Background: an optimization exercise with open tools, aiming at small area, a short achievable clock period and few clock cycles per item. Do not read the settings as production practice.
The RTL was checked by simulation tests, not by an equivalence proof against the original design.

## design/flow/design.v

```verilog
`timescale 1ns/1ps
module PixelSolverMultiCore (
  input               io_cmd_valid,
  output              io_cmd_ready,
  input      [27:0]   io_cmd_payload_x,
  input      [27:0]   io_cmd_payload_y,
  output              io_rsp_valid,
  input               io_rsp_ready,
  output     [5:0]    io_rsp_payload_iteration,
  input               clk,
  input               reset
);
  reg                 streamDemux_1_io_outputs_0_ready;
  reg                 streamDemux_1_io_outputs_1_ready;
  reg                 streamDemux_1_io_outputs_2_ready;
  reg                 streamDemux_1_io_outputs_3_ready;
  reg                 pixelTaskSolver_0_io_rsp_ready;
  reg                 pixelTaskSolver_1_io_rsp_ready;
  reg                 pixelTaskSolver_2_io_rsp_ready;
  reg                 pixelTaskSolver_3_io_rsp_ready;
  wire                streamDemux_1_io_input_ready;
  wire                streamDemux_1_io_outputs_0_valid;
  wire       [27:0]   streamDemux_1_io_outputs_0_payload_x;
  wire       [27:0]   streamDemux_1_io_outputs_0_payload_y;
  wire                streamDemux_1_io_outputs_1_valid;
  wire       [27:0]   streamDemux_1_io_outputs_1_payload_x;
  wire       [27:0]   streamDemux_1_io_outputs_1_payload_y;
  wire                streamDemux_1_io_outputs_2_valid;
  wire       [27:0]   streamDemux_1_io_outputs_2_payload_x;
  wire       [27:0]   streamDemux_1_io_outputs_2_payload_y;
  wire                streamDemux_1_io_outputs_3_valid;
  wire       [27:0]   streamDemux_1_io_outputs_3_payload_x;
  wire       [27:0]   streamDemux_1_io_outputs_3_payload_y;
  wire                pixelTaskSolver_0_io_cmd_ready;
  wire                pixelTaskSolver_0_io_rsp_valid;
  wire       [5:0]    pixelTaskSolver_0_io_rsp_payload_iteration;
  wire                pixelTaskSolver_1_io_cmd_ready;
  wire                pixelTaskSolver_1_io_rsp_valid;
  wire       [5:0]    pixelTaskSolver_1_io_rsp_payload_iteration;
  wire                pixelTaskSolver_2_io_cmd_ready;
  wire                pixelTaskSolver_2_io_rsp_valid;
  wire       [5:0]    pixelTaskSolver_2_io_rsp_payload_iteration;
  wire                pixelTaskSolver_3_io_cmd_ready;
  wire                pixelTaskSolver_3_io_rsp_valid;
  wire       [5:0]    pixelTaskSolver_3_io_rsp_payload_iteration;
  wire                streamMux_1_io_inputs_0_ready;
  wire                streamMux_1_io_inputs_1_ready;
  wire                streamMux_1_io_inputs_2_ready;
  wire                streamMux_1_io_inputs_3_ready;
  wire                streamMux_1_io_output_valid;
  wire       [5:0]    streamMux_1_io_output_payload_iteration;
  wire       [1:0]    _zz__zz_io_select_1;
  wire       [0:0]    _zz__zz_io_select_1_1;
  wire       [1:0]    _zz__zz_io_select_4;
  wire       [0:0]    _zz__zz_io_select_4_1;
  reg                 _zz_io_select;
  reg        [1:0]    _zz_io_select_1;
  reg        [1:0]    _zz_io_select_2;
  wire                io_cmd_fire;
  wire                pixelResults_0_valid;
  wire                pixelResults_0_ready;
  wire       [5:0]    pixelResults_0_payload_iteration;
  reg                 pixelTaskSolver_0_io_rsp_rValid;
  reg        [5:0]    pixelTaskSolver_0_io_rsp_rData_iteration;
  wire                when_Stream_l368;
  wire                pixelResults_1_valid;
  wire                pixelResults_1_ready;
  wire       [5:0]    pixelResults_1_payload_iteration;
  reg                 pixelTaskSolver_1_io_rsp_rValid;
  reg        [5:0]    pixelTaskSolver_1_io_rsp_rData_iteration;
  wire                when_Stream_l368_1;
  wire                pixelResults_2_valid;
  wire                pixelResults_2_ready;
  wire       [5:0]    pixelResults_2_payload_iteration;
  reg                 pixelTaskSolver_2_io_rsp_rValid;
  reg        [5:0]    pixelTaskSolver_2_io_rsp_rData_iteration;
  wire                when_Stream_l368_2;
  wire                pixelResults_3_valid;
  wire                pixelResults_3_ready;
  wire       [5:0]    pixelResults_3_payload_iteration;
  reg                 pixelTaskSolver_3_io_rsp_rValid;
  reg        [5:0]    pixelTaskSolver_3_io_rsp_rData_iteration;
  wire                when_Stream_l368_3;
  reg                 _zz_io_select_3;
  reg        [1:0]    _zz_io_select_4;
  reg        [1:0]    _zz_io_select_5;
  wire                streamMux_1_io_output_fire;
  wire                streamDemux_1_io_outputs_0_m2sPipe_valid;
  wire                streamDemux_1_io_outputs_0_m2sPipe_ready;
  wire       [27:0]   streamDemux_1_io_outputs_0_m2sPipe_payload_x;
  wire       [27:0]   streamDemux_1_io_outputs_0_m2sPipe_payload_y;
  reg                 streamDemux_1_io_outputs_0_rValid;
  reg        [27:0]   streamDemux_1_io_outputs_0_rData_x;
  reg        [27:0]   streamDemux_1_io_outputs_0_rData_y;
  wire                when_Stream_l368_4;
  wire                streamDemux_1_io_outputs_1_m2sPipe_valid;
  wire                streamDemux_1_io_outputs_1_m2sPipe_ready;
  wire       [27:0]   streamDemux_1_io_outputs_1_m2sPipe_payload_x;
  wire       [27:0]   streamDemux_1_io_outputs_1_m2sPipe_payload_y;
  reg                 streamDemux_1_io_outputs_1_rValid;
  reg        [27:0]   streamDemux_1_io_outputs_1_rData_x;
  reg        [27:0]   streamDemux_1_io_outputs_1_rData_y;
  wire                when_Stream_l368_5;
  wire                streamDemux_1_io_outputs_2_m2sPipe_valid;
  wire                streamDemux_1_io_outputs_2_m2sPipe_ready;
  wire       [27:0]   streamDemux_1_io_outputs_2_m2sPipe_payload_x;
  wire       [27:0]   streamDemux_1_io_outputs_2_m2sPipe_payload_y;
  reg                 streamDemux_1_io_outputs_2_rValid;
  reg        [27:0]   streamDemux_1_io_outputs_2_rData_x;
  reg        [27:0]   streamDemux_1_io_outputs_2_rData_y;
  wire                when_Stream_l368_6;
  wire                streamDemux_1_io_outputs_3_m2sPipe_valid;
  wire                streamDemux_1_io_outputs_3_m2sPipe_ready;
  wire       [27:0]   streamDemux_1_io_outputs_3_m2sPipe_payload_x;
  wire       [27:0]   streamDemux_1_io_outputs_3_m2sPipe_payload_y;
  reg                 streamDemux_1_io_outputs_3_rValid;
  reg        [27:0]   streamDemux_1_io_outputs_3_rData_x;
  reg        [27:0]   streamDemux_1_io_outputs_3_rData_y;
  wire                when_Stream_l368_7;
  assign _zz__zz_io_select_1_1 = _zz_io_select;
  assign _zz__zz_io_select_1 = {1'd0, _zz__zz_io_select_1_1};
  assign _zz__zz_io_select_4_1 = _zz_io_select_3;
  assign _zz__zz_io_select_4 = {1'd0, _zz__zz_io_select_4_1};
  StreamDemux streamDemux_1 (
    .io_select              (_zz_io_select_2[1:0]                      ),  
    .io_input_valid         (io_cmd_valid                              ),  
    .io_input_ready         (streamDemux_1_io_input_ready              ),  
    .io_input_payload_x     (io_cmd_payload_x[27:0]                    ),  
    .io_input_payload_y     (io_cmd_payload_y[27:0]                    ),  
    .io_outputs_0_valid     (streamDemux_1_io_outputs_0_valid          ),  
    .io_outputs_0_ready     (streamDemux_1_io_outputs_0_ready          ),  
    .io_outputs_0_payload_x (streamDemux_1_io_outputs_0_payload_x[27:0]),  
    .io_outputs_0_payload_y (streamDemux_1_io_outputs_0_payload_y[27:0]),  
    .io_outputs_1_valid     (streamDemux_1_io_outputs_1_valid          ),  
    .io_outputs_1_ready     (streamDemux_1_io_outputs_1_ready          ),  
    .io_outputs_1_payload_x (streamDemux_1_io_outputs_1_payload_x[27:0]),  
    .io_outputs_1_payload_y (streamDemux_1_io_outputs_1_payload_y[27:0]),  
    .io_outputs_2_valid     (streamDemux_1_io_outputs_2_valid          ),  
    .io_outputs_2_ready     (streamDemux_1_io_outputs_2_ready          ),  
    .io_outputs_2_payload_x (streamDemux_1_io_outputs_2_payload_x[27:0]),  
    .io_outputs_2_payload_y (streamDemux_1_io_outputs_2_payload_y[27:0]),  
    .io_outputs_3_valid     (streamDemux_1_io_outputs_3_valid          ),  
    .io_outputs_3_ready     (streamDemux_1_io_outputs_3_ready          ),  
    .io_outputs_3_payload_x (streamDemux_1_io_outputs_3_payload_x[27:0]),  
    .io_outputs_3_payload_y (streamDemux_1_io_outputs_3_payload_y[27:0])   
  );
  PixelSolver pixelTaskSolver_0 (
    .io_cmd_valid             (streamDemux_1_io_outputs_0_m2sPipe_valid          ),  
    .io_cmd_ready             (pixelTaskSolver_0_io_cmd_ready                    ),  
    .io_cmd_payload_x         (streamDemux_1_io_outputs_0_m2sPipe_payload_x[27:0]),  
    .io_cmd_payload_y         (streamDemux_1_io_outputs_0_m2sPipe_payload_y[27:0]),  
    .io_rsp_valid             (pixelTaskSolver_0_io_rsp_valid                    ),  
    .io_rsp_ready             (pixelTaskSolver_0_io_rsp_ready                    ),  
    .io_rsp_payload_iteration (pixelTaskSolver_0_io_rsp_payload_iteration[5:0]   ),  
    .clk                      (clk                                               ),  
    .reset                    (reset                                             )   
  );
  PixelSolver pixelTaskSolver_1 (
    .io_cmd_valid             (streamDemux_1_io_outputs_1_m2sPipe_valid          ),  
    .io_cmd_ready             (pixelTaskSolver_1_io_cmd_ready                    ),  
    .io_cmd_payload_x         (streamDemux_1_io_outputs_1_m2sPipe_payload_x[27:0]),  
    .io_cmd_payload_y         (streamDemux_1_io_outputs_1_m2sPipe_payload_y[27:0]),  
    .io_rsp_valid             (pixelTaskSolver_1_io_rsp_valid                    ),  
    .io_rsp_ready             (pixelTaskSolver_1_io_rsp_ready                    ),  
    .io_rsp_payload_iteration (pixelTaskSolver_1_io_rsp_payload_iteration[5:0]   ),  
    .clk                      (clk                                               ),  
    .reset                    (reset                                             )   
  );
  PixelSolver pixelTaskSolver_2 (
    .io_cmd_valid             (streamDemux_1_io_outputs_2_m2sPipe_valid          ),  
    .io_cmd_ready             (pixelTaskSolver_2_io_cmd_ready                    ),  
    .io_cmd_payload_x         (streamDemux_1_io_outputs_2_m2sPipe_payload_x[27:0]),  
    .io_cmd_payload_y         (streamDemux_1_io_outputs_2_m2sPipe_payload_y[27:0]),  
    .io_rsp_valid             (pixelTaskSolver_2_io_rsp_valid                    ),  
    .io_rsp_ready             (pixelTaskSolver_2_io_rsp_ready                    ),  
    .io_rsp_payload_iteration (pixelTaskSolver_2_io_rsp_payload_iteration[5:0]   ),  
    .clk                      (clk                                               ),  
    .reset                    (reset                                             )   
  );
  PixelSolver pixelTaskSolver_3 (
    .io_cmd_valid             (streamDemux_1_io_outputs_3_m2sPipe_valid          ),  
    .io_cmd_ready             (pixelTaskSolver_3_io_cmd_ready                    ),  
    .io_cmd_payload_x         (streamDemux_1_io_outputs_3_m2sPipe_payload_x[27:0]),  
    .io_cmd_payload_y         (streamDemux_1_io_outputs_3_m2sPipe_payload_y[27:0]),  
    .io_rsp_valid             (pixelTaskSolver_3_io_rsp_valid                    ),  
    .io_rsp_ready             (pixelTaskSolver_3_io_rsp_ready                    ),  
    .io_rsp_payload_iteration (pixelTaskSolver_3_io_rsp_payload_iteration[5:0]   ),  
    .clk                      (clk                                               ),  
    .reset                    (reset                                             )   
  );
  StreamMux streamMux_1 (
    .io_select                     (_zz_io_select_5[1:0]                        ),  
    .io_inputs_0_valid             (pixelResults_0_valid                        ),  
    .io_inputs_0_ready             (streamMux_1_io_inputs_0_ready               ),  
    .io_inputs_0_payload_iteration (pixelResults_0_payload_iteration[5:0]       ),  
    .io_inputs_1_valid             (pixelResults_1_valid                        ),  
    .io_inputs_1_ready             (streamMux_1_io_inputs_1_ready               ),  
    .io_inputs_1_payload_iteration (pixelResults_1_payload_iteration[5:0]       ),  
    .io_inputs_2_valid             (pixelResults_2_valid                        ),  
    .io_inputs_2_ready             (streamMux_1_io_inputs_2_ready               ),  
    .io_inputs_2_payload_iteration (pixelResults_2_payload_iteration[5:0]       ),  
    .io_inputs_3_valid             (pixelResults_3_valid                        ),  
    .io_inputs_3_ready             (streamMux_1_io_inputs_3_ready               ),  
    .io_inputs_3_payload_iteration (pixelResults_3_payload_iteration[5:0]       ),  
    .io_output_valid               (streamMux_1_io_output_valid                 ),  
    .io_output_ready               (io_rsp_ready                                ),  
    .io_output_payload_iteration   (streamMux_1_io_output_payload_iteration[5:0])   
  );
  always @(*) begin
    _zz_io_select = 1'b0;
    if(io_cmd_fire) begin
      _zz_io_select = 1'b1;
    end
  end
  always @(*) begin
    _zz_io_select_1 = (_zz_io_select_2 + _zz__zz_io_select_1);
    if(1'b0) begin
      _zz_io_select_1 = 2'b00;
    end
  end
  assign io_cmd_fire = (io_cmd_valid && io_cmd_ready);
  assign io_cmd_ready = streamDemux_1_io_input_ready;
  always @(*) begin
    pixelTaskSolver_0_io_rsp_ready = pixelResults_0_ready;
    if(when_Stream_l368) begin
      pixelTaskSolver_0_io_rsp_ready = 1'b1;
    end
  end
  assign when_Stream_l368 = (! pixelResults_0_valid);
  assign pixelResults_0_valid = pixelTaskSolver_0_io_rsp_rValid;
  assign pixelResults_0_payload_iteration = pixelTaskSolver_0_io_rsp_rData_iteration;
  always @(*) begin
    pixelTaskSolver_1_io_rsp_ready = pixelResults_1_ready;
    if(when_Stream_l368_1) begin
      pixelTaskSolver_1_io_rsp_ready = 1'b1;
    end
  end
  assign when_Stream_l368_1 = (! pixelResults_1_valid);
  assign pixelResults_1_valid = pixelTaskSolver_1_io_rsp_rValid;
  assign pixelResults_1_payload_iteration = pixelTaskSolver_1_io_rsp_rData_iteration;
  always @(*) begin
    pixelTaskSolver_2_io_rsp_ready = pixelResults_2_ready;
    if(when_Stream_l368_2) begin
      pixelTaskSolver_2_io_rsp_ready = 1'b1;
    end
  end
  assign when_Stream_l368_2 = (! pixelResults_2_valid);
  assign pixelResults_2_valid = pixelTaskSolver_2_io_rsp_rValid;
  assign pixelResults_2_payload_iteration = pixelTaskSolver_2_io_rsp_rData_iteration;
  always @(*) begin
    pixelTaskSolver_3_io_rsp_ready = pixelResults_3_ready;
    if(when_Stream_l368_3) begin
      pixelTaskSolver_3_io_rsp_ready = 1'b1;
    end
  end
  assign when_Stream_l368_3 = (! pixelResults_3_valid);
  assign pixelResults_3_valid = pixelTaskSolver_3_io_rsp_rValid;
  assign pixelResults_3_payload_iteration = pixelTaskSolver_3_io_rsp_rData_iteration;
  always @(*) begin
    _zz_io_select_3 = 1'b0;
    if(streamMux_1_io_output_fire) begin
      _zz_io_select_3 = 1'b1;
    end
  end
  always @(*) begin
    _zz_io_select_4 = (_zz_io_select_5 + _zz__zz_io_select_4);
    if(1'b0) begin
      _zz_io_select_4 = 2'b00;
    end
  end
  assign pixelResults_0_ready = streamMux_1_io_inputs_0_ready;
  assign pixelResults_1_ready = streamMux_1_io_inputs_1_ready;
  assign pixelResults_2_ready = streamMux_1_io_inputs_2_ready;
  assign pixelResults_3_ready = streamMux_1_io_inputs_3_ready;
  assign streamMux_1_io_output_fire = (streamMux_1_io_output_valid && io_rsp_ready);
  always @(*) begin
    streamDemux_1_io_outputs_0_ready = streamDemux_1_io_outputs_0_m2sPipe_ready;
    if(when_Stream_l368_4) begin
      streamDemux_1_io_outputs_0_ready = 1'b1;
    end
  end
  assign when_Stream_l368_4 = (! streamDemux_1_io_outputs_0_m2sPipe_valid);
  assign streamDemux_1_io_outputs_0_m2sPipe_valid = streamDemux_1_io_outputs_0_rValid;
  assign streamDemux_1_io_outputs_0_m2sPipe_payload_x = streamDemux_1_io_outputs_0_rData_x;
  assign streamDemux_1_io_outputs_0_m2sPipe_payload_y = streamDemux_1_io_outputs_0_rData_y;
  assign streamDemux_1_io_outputs_0_m2sPipe_ready = pixelTaskSolver_0_io_cmd_ready;
  always @(*) begin
    streamDemux_1_io_outputs_1_ready = streamDemux_1_io_outputs_1_m2sPipe_ready;
    if(when_Stream_l368_5) begin
      streamDemux_1_io_outputs_1_ready = 1'b1;
    end
  end
  assign when_Stream_l368_5 = (! streamDemux_1_io_outputs_1_m2sPipe_valid);
  assign streamDemux_1_io_outputs_1_m2sPipe_valid = streamDemux_1_io_outputs_1_rValid;
  assign streamDemux_1_io_outputs_1_m2sPipe_payload_x = streamDemux_1_io_outputs_1_rData_x;
  assign streamDemux_1_io_outputs_1_m2sPipe_payload_y = streamDemux_1_io_outputs_1_rData_y;
  assign streamDemux_1_io_outputs_1_m2sPipe_ready = pixelTaskSolver_1_io_cmd_ready;
  always @(*) begin
    streamDemux_1_io_outputs_2_ready = streamDemux_1_io_outputs_2_m2sPipe_ready;
    if(when_Stream_l368_6) begin
      streamDemux_1_io_outputs_2_ready = 1'b1;
    end
  end
  assign when_Stream_l368_6 = (! streamDemux_1_io_outputs_2_m2sPipe_valid);
  assign streamDemux_1_io_outputs_2_m2sPipe_valid = streamDemux_1_io_outputs_2_rValid;
  assign streamDemux_1_io_outputs_2_m2sPipe_payload_x = streamDemux_1_io_outputs_2_rData_x;
  assign streamDemux_1_io_outputs_2_m2sPipe_payload_y = streamDemux_1_io_outputs_2_rData_y;
  assign streamDemux_1_io_outputs_2_m2sPipe_ready = pixelTaskSolver_2_io_cmd_ready;
  always @(*) begin
    streamDemux_1_io_outputs_3_ready = streamDemux_1_io_outputs_3_m2sPipe_ready;
    if(when_Stream_l368_7) begin
      streamDemux_1_io_outputs_3_ready = 1'b1;
    end
  end
  assign when_Stream_l368_7 = (! streamDemux_1_io_outputs_3_m2sPipe_valid);
  assign streamDemux_1_io_outputs_3_m2sPipe_valid = streamDemux_1_io_outputs_3_rValid;
  assign streamDemux_1_io_outputs_3_m2sPipe_payload_x = streamDemux_1_io_outputs_3_rData_x;
  assign streamDemux_1_io_outputs_3_m2sPipe_payload_y = streamDemux_1_io_outputs_3_rData_y;
  assign streamDemux_1_io_outputs_3_m2sPipe_ready = pixelTaskSolver_3_io_cmd_ready;
  assign io_rsp_valid = streamMux_1_io_output_valid;
  assign io_rsp_payload_iteration = streamMux_1_io_output_payload_iteration;
  always @(posedge clk or posedge reset) begin
    if(reset) begin
      _zz_io_select_2 <= 2'b00;
      pixelTaskSolver_0_io_rsp_rValid <= 1'b0;
      pixelTaskSolver_1_io_rsp_rValid <= 1'b0;
      pixelTaskSolver_2_io_rsp_rValid <= 1'b0;
      pixelTaskSolver_3_io_rsp_rValid <= 1'b0;
      _zz_io_select_5 <= 2'b00;
      streamDemux_1_io_outputs_0_rValid <= 1'b0;
      streamDemux_1_io_outputs_1_rValid <= 1'b0;
      streamDemux_1_io_outputs_2_rValid <= 1'b0;
      streamDemux_1_io_outputs_3_rValid <= 1'b0;
    end else begin
      _zz_io_select_2 <= _zz_io_select_1;
      if(pixelTaskSolver_0_io_rsp_ready) begin
        pixelTaskSolver_0_io_rsp_rValid <= pixelTaskSolver_0_io_rsp_valid;
      end
      if(pixelTaskSolver_1_io_rsp_ready) begin
        pixelTaskSolver_1_io_rsp_rValid <= pixelTaskSolver_1_io_rsp_valid;
      end
      if(pixelTaskSolver_2_io_rsp_ready) begin
        pixelTaskSolver_2_io_rsp_rValid <= pixelTaskSolver_2_io_rsp_valid;
      end
      if(pixelTaskSolver_3_io_rsp_ready) begin
        pixelTaskSolver_3_io_rsp_rValid <= pixelTaskSolver_3_io_rsp_valid;
      end
      _zz_io_select_5 <= _zz_io_select_4;
      if(streamDemux_1_io_outputs_0_ready) begin
        streamDemux_1_io_outputs_0_rValid <= streamDemux_1_io_outputs_0_valid;
      end
      if(streamDemux_1_io_outputs_1_ready) begin
        streamDemux_1_io_outputs_1_rValid <= streamDemux_1_io_outputs_1_valid;
      end
      if(streamDemux_1_io_outputs_2_ready) begin
        streamDemux_1_io_outputs_2_rValid <= streamDemux_1_io_outputs_2_valid;
      end
      if(streamDemux_1_io_outputs_3_ready) begin
        streamDemux_1_io_outputs_3_rValid <= streamDemux_1_io_outputs_3_valid;
      end
    end
  end
  always @(posedge clk) begin
    if(pixelTaskSolver_0_io_rsp_ready) begin
      pixelTaskSolver_0_io_rsp_rData_iteration <= pixelTaskSolver_0_io_rsp_payload_iteration;
    end
    if(pixelTaskSolver_1_io_rsp_ready) begin
      pixelTaskSolver_1_io_rsp_rData_iteration <= pixelTaskSolver_1_io_rsp_payload_iteration;
    end
    if(pixelTaskSolver_2_io_rsp_ready) begin
      pixelTaskSolver_2_io_rsp_rData_iteration <= pixelTaskSolver_2_io_rsp_payload_iteration;
    end
    if(pixelTaskSolver_3_io_rsp_ready) begin
      pixelTaskSolver_3_io_rsp_rData_iteration <= pixelTaskSolver_3_io_rsp_payload_iteration;
    end
    if(streamDemux_1_io_outputs_0_ready) begin
      streamDemux_1_io_outputs_0_rData_x <= streamDemux_1_io_outputs_0_payload_x;
      streamDemux_1_io_outputs_0_rData_y <= streamDemux_1_io_outputs_0_payload_y;
    end
    if(streamDemux_1_io_outputs_1_ready) begin
      streamDemux_1_io_outputs_1_rData_x <= streamDemux_1_io_outputs_1_payload_x;
      streamDemux_1_io_outputs_1_rData_y <= streamDemux_1_io_outputs_1_payload_y;
    end
    if(streamDemux_1_io_outputs_2_ready) begin
      streamDemux_1_io_outputs_2_rData_x <= streamDemux_1_io_outputs_2_payload_x;
      streamDemux_1_io_outputs_2_rData_y <= streamDemux_1_io_outputs_2_payload_y;
    end
    if(streamDemux_1_io_outputs_3_ready) begin
      streamDemux_1_io_outputs_3_rData_x <= streamDemux_1_io_outputs_3_payload_x;
      streamDemux_1_io_outputs_3_rData_y <= streamDemux_1_io_outputs_3_payload_y;
    end
  end
endmodule
module StreamMux (
  input      [1:0]    io_select,
  input               io_inputs_0_valid,
  output              io_inputs_0_ready,
  input      [5:0]    io_inputs_0_payload_iteration,
  input               io_inputs_1_valid,
  output              io_inputs_1_ready,
  input      [5:0]    io_inputs_1_payload_iteration,
  input               io_inputs_2_valid,
  output              io_inputs_2_ready,
  input      [5:0]    io_inputs_2_payload_iteration,
  input               io_inputs_3_valid,
  output              io_inputs_3_ready,
  input      [5:0]    io_inputs_3_payload_iteration,
  output              io_output_valid,
  input               io_output_ready,
  output     [5:0]    io_output_payload_iteration
);
  reg                 _zz_io_output_valid;
  reg        [5:0]    _zz_io_output_payload_iteration;
  always @(*) begin
    case(io_select)
      2'b00 : begin
        _zz_io_output_valid = io_inputs_0_valid;
        _zz_io_output_payload_iteration = io_inputs_0_payload_iteration;
      end
      2'b01 : begin
        _zz_io_output_valid = io_inputs_1_valid;
        _zz_io_output_payload_iteration = io_inputs_1_payload_iteration;
      end
      2'b10 : begin
        _zz_io_output_valid = io_inputs_2_valid;
        _zz_io_output_payload_iteration = io_inputs_2_payload_iteration;
      end
      default : begin
        _zz_io_output_valid = io_inputs_3_valid;
        _zz_io_output_payload_iteration = io_inputs_3_payload_iteration;
      end
    endcase
  end
  assign io_inputs_0_ready = ((io_select == 2'b00) && io_output_ready);
  assign io_inputs_1_ready = ((io_select == 2'b01) && io_output_ready);
  assign io_inputs_2_ready = ((io_select == 2'b10) && io_output_ready);
  assign io_inputs_3_ready = ((io_select == 2'b11) && io_output_ready);
  assign io_output_valid = _zz_io_output_valid;
  assign io_output_payload_iteration = _zz_io_output_payload_iteration;
endmodule
module PixelSolver (
  input               io_cmd_valid,
  output reg          io_cmd_ready,
  input      [27:0]   io_cmd_payload_x,
  input      [27:0]   io_cmd_payload_y,
  output reg          io_rsp_valid,
  input               io_rsp_ready,
  output     [5:0]    io_rsp_payload_iteration,
  input               clk,
  input               reset
);
  wire       [55:0]   _zz_when_PixelSolver_l46;
  wire       [55:0]   _zz_when_PixelSolver_l46_1;
  wire       [35:0]   _zz_x;
  wire       [55:0]   _zz_x_1;
  wire       [55:0]   _zz_x_2;
  wire       [55:0]   _zz_x_3;
  wire       [47:0]   _zz_x_4;
  wire       [36:0]   _zz_y;
  wire       [55:0]   _zz_y_1;
  wire       [55:0]   _zz_y_2;
  wire       [46:0]   _zz_y_3;
  reg        [27:0]   x;
  reg        [27:0]   y;
  reg        [5:0]    iteration;
  wire       [55:0]   xx;
  wire       [55:0]   yy;
  wire       [55:0]   xy;
  wire                when_PixelSolver_l46;
  assign _zz_when_PixelSolver_l46 = 56'h00040000000000;
  assign _zz_when_PixelSolver_l46_1 = ($signed(xx) + $signed(yy));
  assign _zz_x = (_zz_x_1 >>> 20);
  assign _zz_x_1 = ($signed(_zz_x_2) + $signed(_zz_x_3));
  assign _zz_x_2 = ($signed(xx) - $signed(yy));
  assign _zz_x_4 = ({20'd0,io_cmd_payload_x} <<< 20);
  assign _zz_x_3 = {{8{_zz_x_4[47]}}, _zz_x_4};
  assign _zz_y = (_zz_y_1 >>> 19);
  assign _zz_y_1 = ($signed(xy) + $signed(_zz_y_2));
  assign _zz_y_3 = ({19'd0,io_cmd_payload_y} <<< 19);
  assign _zz_y_2 = {{9{_zz_y_3[46]}}, _zz_y_3};
  assign xx = ($signed(x) * $signed(x));
  assign yy = ($signed(y) * $signed(y));
  assign xy = ($signed(x) * $signed(y));
  always @(*) begin
    io_cmd_ready = 1'b0;
    if(io_cmd_valid) begin
      if(when_PixelSolver_l46) begin
        if(io_rsp_ready) begin
          io_cmd_ready = 1'b1;
        end
      end
    end
  end
  always @(*) begin
    io_rsp_valid = 1'b0;
    if(io_cmd_valid) begin
      if(when_PixelSolver_l46) begin
        io_rsp_valid = 1'b1;
      end
    end
  end
  assign io_rsp_payload_iteration = iteration;
  assign when_PixelSolver_l46 = (($signed(_zz_when_PixelSolver_l46) <= $signed(_zz_when_PixelSolver_l46_1)) || (iteration == 6'h3f));
  always @(posedge clk or posedge reset) begin
    if(reset) begin
      x <= 28'h0;
      y <= 28'h0;
      iteration <= 6'h0;
    end else begin
      if(io_cmd_valid) begin
        if(when_PixelSolver_l46) begin
          if(io_rsp_ready) begin
            x <= 28'h0;
            y <= 28'h0;
            iteration <= 6'h0;
          end
        end else begin
          x <= _zz_x[27:0];
          y <= _zz_y[27:0];
          iteration <= (iteration + 6'h01);
        end
      end
    end
  end
endmodule
module StreamDemux (
  input      [1:0]    io_select,
  input               io_input_valid,
  output reg          io_input_ready,
  input      [27:0]   io_input_payload_x,
  input      [27:0]   io_input_payload_y,
  output reg          io_outputs_0_valid,
  input               io_outputs_0_ready,
  output     [27:0]   io_outputs_0_payload_x,
  output     [27:0]   io_outputs_0_payload_y,
  output reg          io_outputs_1_valid,
  input               io_outputs_1_ready,
  output     [27:0]   io_outputs_1_payload_x,
  output     [27:0]   io_outputs_1_payload_y,
  output reg          io_outputs_2_valid,
  input               io_outputs_2_ready,
  output     [27:0]   io_outputs_2_payload_x,
  output     [27:0]   io_outputs_2_payload_y,
  output reg          io_outputs_3_valid,
  input               io_outputs_3_ready,
  output     [27:0]   io_outputs_3_payload_x,
  output     [27:0]   io_outputs_3_payload_y
);
  wire                when_Stream_l827;
  wire                when_Stream_l827_1;
  wire                when_Stream_l827_2;
  wire                when_Stream_l827_3;
  always @(*) begin
    io_input_ready = 1'b0;
    if(!when_Stream_l827) begin
      io_input_ready = io_outputs_0_ready;
    end
    if(!when_Stream_l827_1) begin
      io_input_ready = io_outputs_1_ready;
    end
    if(!when_Stream_l827_2) begin
      io_input_ready = io_outputs_2_ready;
    end
    if(!when_Stream_l827_3) begin
      io_input_ready = io_outputs_3_ready;
    end
  end
  assign io_outputs_0_payload_x = io_input_payload_x;
  assign io_outputs_0_payload_y = io_input_payload_y;
  assign when_Stream_l827 = (2'b00 != io_select);
  always @(*) begin
    if(when_Stream_l827) begin
      io_outputs_0_valid = 1'b0;
    end else begin
      io_outputs_0_valid = io_input_valid;
    end
  end
  assign io_outputs_1_payload_x = io_input_payload_x;
  assign io_outputs_1_payload_y = io_input_payload_y;
  assign when_Stream_l827_1 = (2'b01 != io_select);
  always @(*) begin
    if(when_Stream_l827_1) begin
      io_outputs_1_valid = 1'b0;
    end else begin
      io_outputs_1_valid = io_input_valid;
    end
  end
  assign io_outputs_2_payload_x = io_input_payload_x;
  assign io_outputs_2_payload_y = io_input_payload_y;
  assign when_Stream_l827_2 = (2'b10 != io_select);
  always @(*) begin
    if(when_Stream_l827_2) begin
      io_outputs_2_valid = 1'b0;
    end else begin
      io_outputs_2_valid = io_input_valid;
    end
  end
  assign io_outputs_3_payload_x = io_input_payload_x;
  assign io_outputs_3_payload_y = io_input_payload_y;
  assign when_Stream_l827_3 = (2'b11 != io_select);
  always @(*) begin
    if(when_Stream_l827_3) begin
      io_outputs_3_valid = 1'b0;
    end else begin
      io_outputs_3_valid = io_input_valid;
    end
  end
endmodule
```

## design/flow/run.sh

```bash
#!/bin/bash
# synth_recipe.tcl (not shown) runs the flow's synth.tcl, then flattens the netlist and writes it again
# the make line also repeats each setting of config.mk as NAME=value (left out here)
make -C /OpenROAD-flow-scripts/flow DESIGN_CONFIG=/design/flow/config.mk WORK_HOME=/design/flow/orfs CLKGATE_MAP_FILE= SYNTH_SCRIPT=/design/flow/synth_recipe.tcl finish
```

## design/flow/config.mk

```make
export PLATFORM = sky130hd
export DESIGN_NAME = PixelSolverMultiCore
export DESIGN_NICKNAME = PixelSolverMultiCore
export VERILOG_FILES = /design/flow/design.v
export SDC_FILE = /design/flow/constraint.sdc
export NUM_CORES = 4
export LEC_CHECK = 0
export CAP_MARGIN = 20
export CORE_MARGIN = 2
export CORE_UTILIZATION = 40
export SLEW_MARGIN = 20
```

## design/flow/constraint.sdc

```tcl
create_clock -name core_clock -period 17.0 [get_ports {clk}]
set_input_delay 3.4000 -clock core_clock [delete_from_list [all_inputs] [get_ports {clk}]]
set_output_delay 3.4000 -clock core_clock [all_outputs]
set_load 0.01 [all_outputs]
```

==> results.txt <==
[what timing repair did]
item,4_1_cts,5_1_grt
buffers inserted,30,137
gates cloned,0,4
resized for setup,86,384
endpoints found under the setup margin,1,1
pin swaps,11,76
[layer usage]
metal	up-vias	track usage	routed length [um]
li1	102076	-	-
met1	124047	0.320	403000
met2	8757	0.401	486000
met3	1866	0.0469	83900
met4	22	0.100	46100
met5	-	0	151
[stage by stage]
step | setup TNS (ps) | hold WS, ps | instances
global route | -73.7 | 525 | 46429
floorplan | 0 | 449 | 35474
finish | 0 | 516 | 46536
detailed placement | -62.0 | 500 | 46055
global placement | -444 | 488 | 46054
CTS | 0 | 516 | 46245
[area by class of cell]
type | instances | area [um^2] | area share
multi-input cells | 23422 | 281000 | 0.782
inverters | 10113 | 38000 | 0.106
flip-flops and latches | 508 | 14400 | 0.0401
well taps | 11187 | 14000 | 0.0390
repair buffers | 996 | 8580 | 0.0239
clock buffers | 128 | 2610 | 0.00726
diodes | 150 | 375 | 0.00105
clock inverters | 32 | 300 | 0.000836
[worst min path at each step]
stage,from,end
final,pixelTaskSolver_3.iteration[1],pixelTaskSolver_3_io_rsp_rData_iteration[1]
after global routing,pixelTaskSolver_2.iteration[1],pixelTaskSolver_2_io_rsp_rData_iteration[1]
after CTS,pixelTaskSolver_2.iteration[1],pixelTaskSolver_2_io_rsp_rData_iteration[1]
after detailed placement,pixelTaskSolver_3.iteration[1],pixelTaskSolver_3_io_rsp_rData_iteration[1]
after global placement,pixelTaskSolver_0.iteration[5],pixelTaskSolver_0_io_rsp_rData_iteration[5]
after floorplan,pixelTaskSolver_0.iteration[5],pixelTaskSolver_0_io_rsp_rData_iteration[5]
[worst register-to-register path: cells and delay by family (launching register included)]
family | cells | cell delay, ps
adder cells (fa/ha/maj) | 12 | 5330
AND/OR/NAND/NOR | 11 | 3110
AO/OA/AOI/OAI | 11 | 2360
buffers and inverters | 9 | 1540
flip-flops | 1 | 580
XOR/XNOR | 1 | 290
[cell families (layout without fill, tap and decap cells)]
family,count (synthesis),after routing,share of synthesized area
AND/OR/NAND/NOR,8168,8168,0.111
adder cells (fa/ha/maj),11888,11888,0.646
AO/OA/AOI/OAI,2357,2357,0.0467
buffers and inverters,11544,11269,0.129
flip-flops,508,508,0.0414
other,0,150,0
XOR/XNOR,954,954,0.0249
multiplexers,55,55,0.00196
[layout by cell type, fill, tap and decap left out, types with 209 or more instances in the layout]
master and n:
xor2_1 250, edfxtp_1 248, nand2b_1 209, a21o_1 338, inv_1 10043, ha_1 2695
buf_4 792, a21oi_1 581, nand2_1 4543, xnor2_1 679, o21ai_0 420, fa_1 9145
and2_1 1540, nor2b_1 269, nor2_1 825
==> results.py <==
metrics = {
    "status": {
        "status": "finished clean",
    },
    "synth": {
        "synthTopCellsByCount": "10062 x inv_1, 9162 x fa_1, 4553 x nand2_1",
        "synthCells": 35474,
        "ys_seq_elements": 508,
        "synth-seq-area-share": 0.0414,
        "yosysWarnings": 4,
        "syn_nets": 47410,
        "yosysMostFrequentCell": "inv_1",
        "yosysTopAreaCell": "fa_1",
        "synth_edf_count": 248,
        "synth.area.top_cells": "fa_1 54%, inv_1 11%, ha_1 10%, nand2_1 5.1%, and2_1 2.9%",
        "syn_area_um2": 337000,
        "ys_async_sr_fraction": 0.512,
        "synth_flop_cell": "dfrtp_1",
        "synth_cell_types": 114,
        "post-synth-top-area-fraction": 0.544,
        "avgSynthCellArea_um2": 9.50,
    },
    "worst_hold_path": {
        "hold_path_depth": 0,
        "hold_class": "flop to flop",
    },
    "global_routing": {
        "grt_pass1_wl_mm": 1590,
        "grt_antenna_before_repair": 85,
        "grt_usage": 0.244,
        "overflow": 0,
        "grt_pass1_vias": 264507,
        "grt_start_max_net_pins": 73,
    },
    "worst_setup_path": {
        "cp-end-kind": "output pin",
        "timing.rr.start": "pixelTaskSolver_1.x[9]",
        "start_kind": "flop",
        "path_depth": 44,
        "cp-startpoint": "pixelTaskSolver_1.x[9]",
        "crit_buf_inv": 9,
        "path_class": "flop to output pin",
        "cp_top_family": "adder cells",
        "r2r.worst_path.cells": 44,
        "rrSetupSlack_ps": 3720,
        "worstPathArrival_ps": 13200,
        "endpoint": "io_cmd_ready",
        "cpMaxStageDelayCell": "or4_4",
        "required_ps": 13600,
        "reg2reg_to": "pixelTaskSolver_1.x[1]",
        "slowest_delay_ps": 650,
        "worstPathMaxFanout": 17,
        "cp_common_cell": "fa_1",
    },
    "sta": {
        "finalMaxSlewViolations": 0,
        "relSlewSlack": 0.253,
        "fin_ws_ps": 396,
        "fmax_mhz": 60.2,
        "min_period_ps": 16600,
        "worst_slew_pin_slew_ps": 1120,
        "setup_viol": 0,
        "fin_crit_sh": 0.977,
        "fin_skew_ps": 105,
        "final_hold_viol_count": 0,
    },
    "cts": {
        "clock-sinks": 508,
        "htreeDepth": 3,
        "cts-hold-fix-buffers": 0,
        "clockRootBuffer": "clkbuf_16",
        "path_clk_slew_ps": 60,
        "clockBufferDepth": 4,
        "cts_made_buffers": 89,
        "clk-insertion-delay-late_ps": 920,
        "cts_tree": "done",
    },
    "floorplan": {
        "die_y_um": 922,
        "io_pins": 68,
        "core-area_um2": 841000,
        "rows": 337,
        "dieArea_um2": 850000,
        "die_w_um": 922,
        "initial_core_util": 0.401,
    },
    "detailed_routing": {
        "wl_mm": 1020,
        "via_count": 236768,
        "avgRoutedWirePerCell_um": 21.9,
        "dr.pass1.iters": 6,
        "final_antenna_net_count": 0,
        "via_per_inst": 5.09,
        "drtIter0Drc": 15828,
        "drc": 0,
    },
    "cells_and_area": {
        "fin_nets": 47066,
        "area_growth_pct": 6.60,
        "fillers": 81927,
        "final_core_util": 0.427,
        "design_area_um2": 359000,
        "drive_above_1_share": 0.0492,
    },
    "placement": {
        "gp_congestion": 0.944,
        "dp_slack_ps": -62.0,
        "dpl_cell_area_um2": 352000,
        "port_buffers": 67,
        "hpwlAfterDp_mm": 851,
    },
    "run": {
        "cap_viol_max_count": 0,
    },
}
Testbench counts, summed over its fixed seeds: cycles 72,940, items 7,200.

==> port drivers added, routing unchanged <==
In the flow no input, the clock included, has a driving cell. The finished layout below was timed again as built, in two steps.
Step 1, drivers: a clkbuf_16 drives clk and a buf_2 each remaining input, both assumed.
Step 2 times the ports against the registers' clock, not the clock port: input delays grow and output delays shrink by t, the midpoint of the rising clock arrivals with the driver on.
Three values: ideal, step 1, step 2; two values: the first two.
shift t [ns]: 1.003
slack for setup (ns): 0.396 / 0.257 / 1.260
hold WS [ns]: 0.516 / 0.516 / 0.516
clock arrival spread, ns: 0.104 / 0.104
slew at the worst register clock pin (ns): 0.08 / 0.08
After both steps this run still meets setup and hold. The setup slack of this run moves by -0.139 ns with the drivers and by +0.864 ns with both steps.
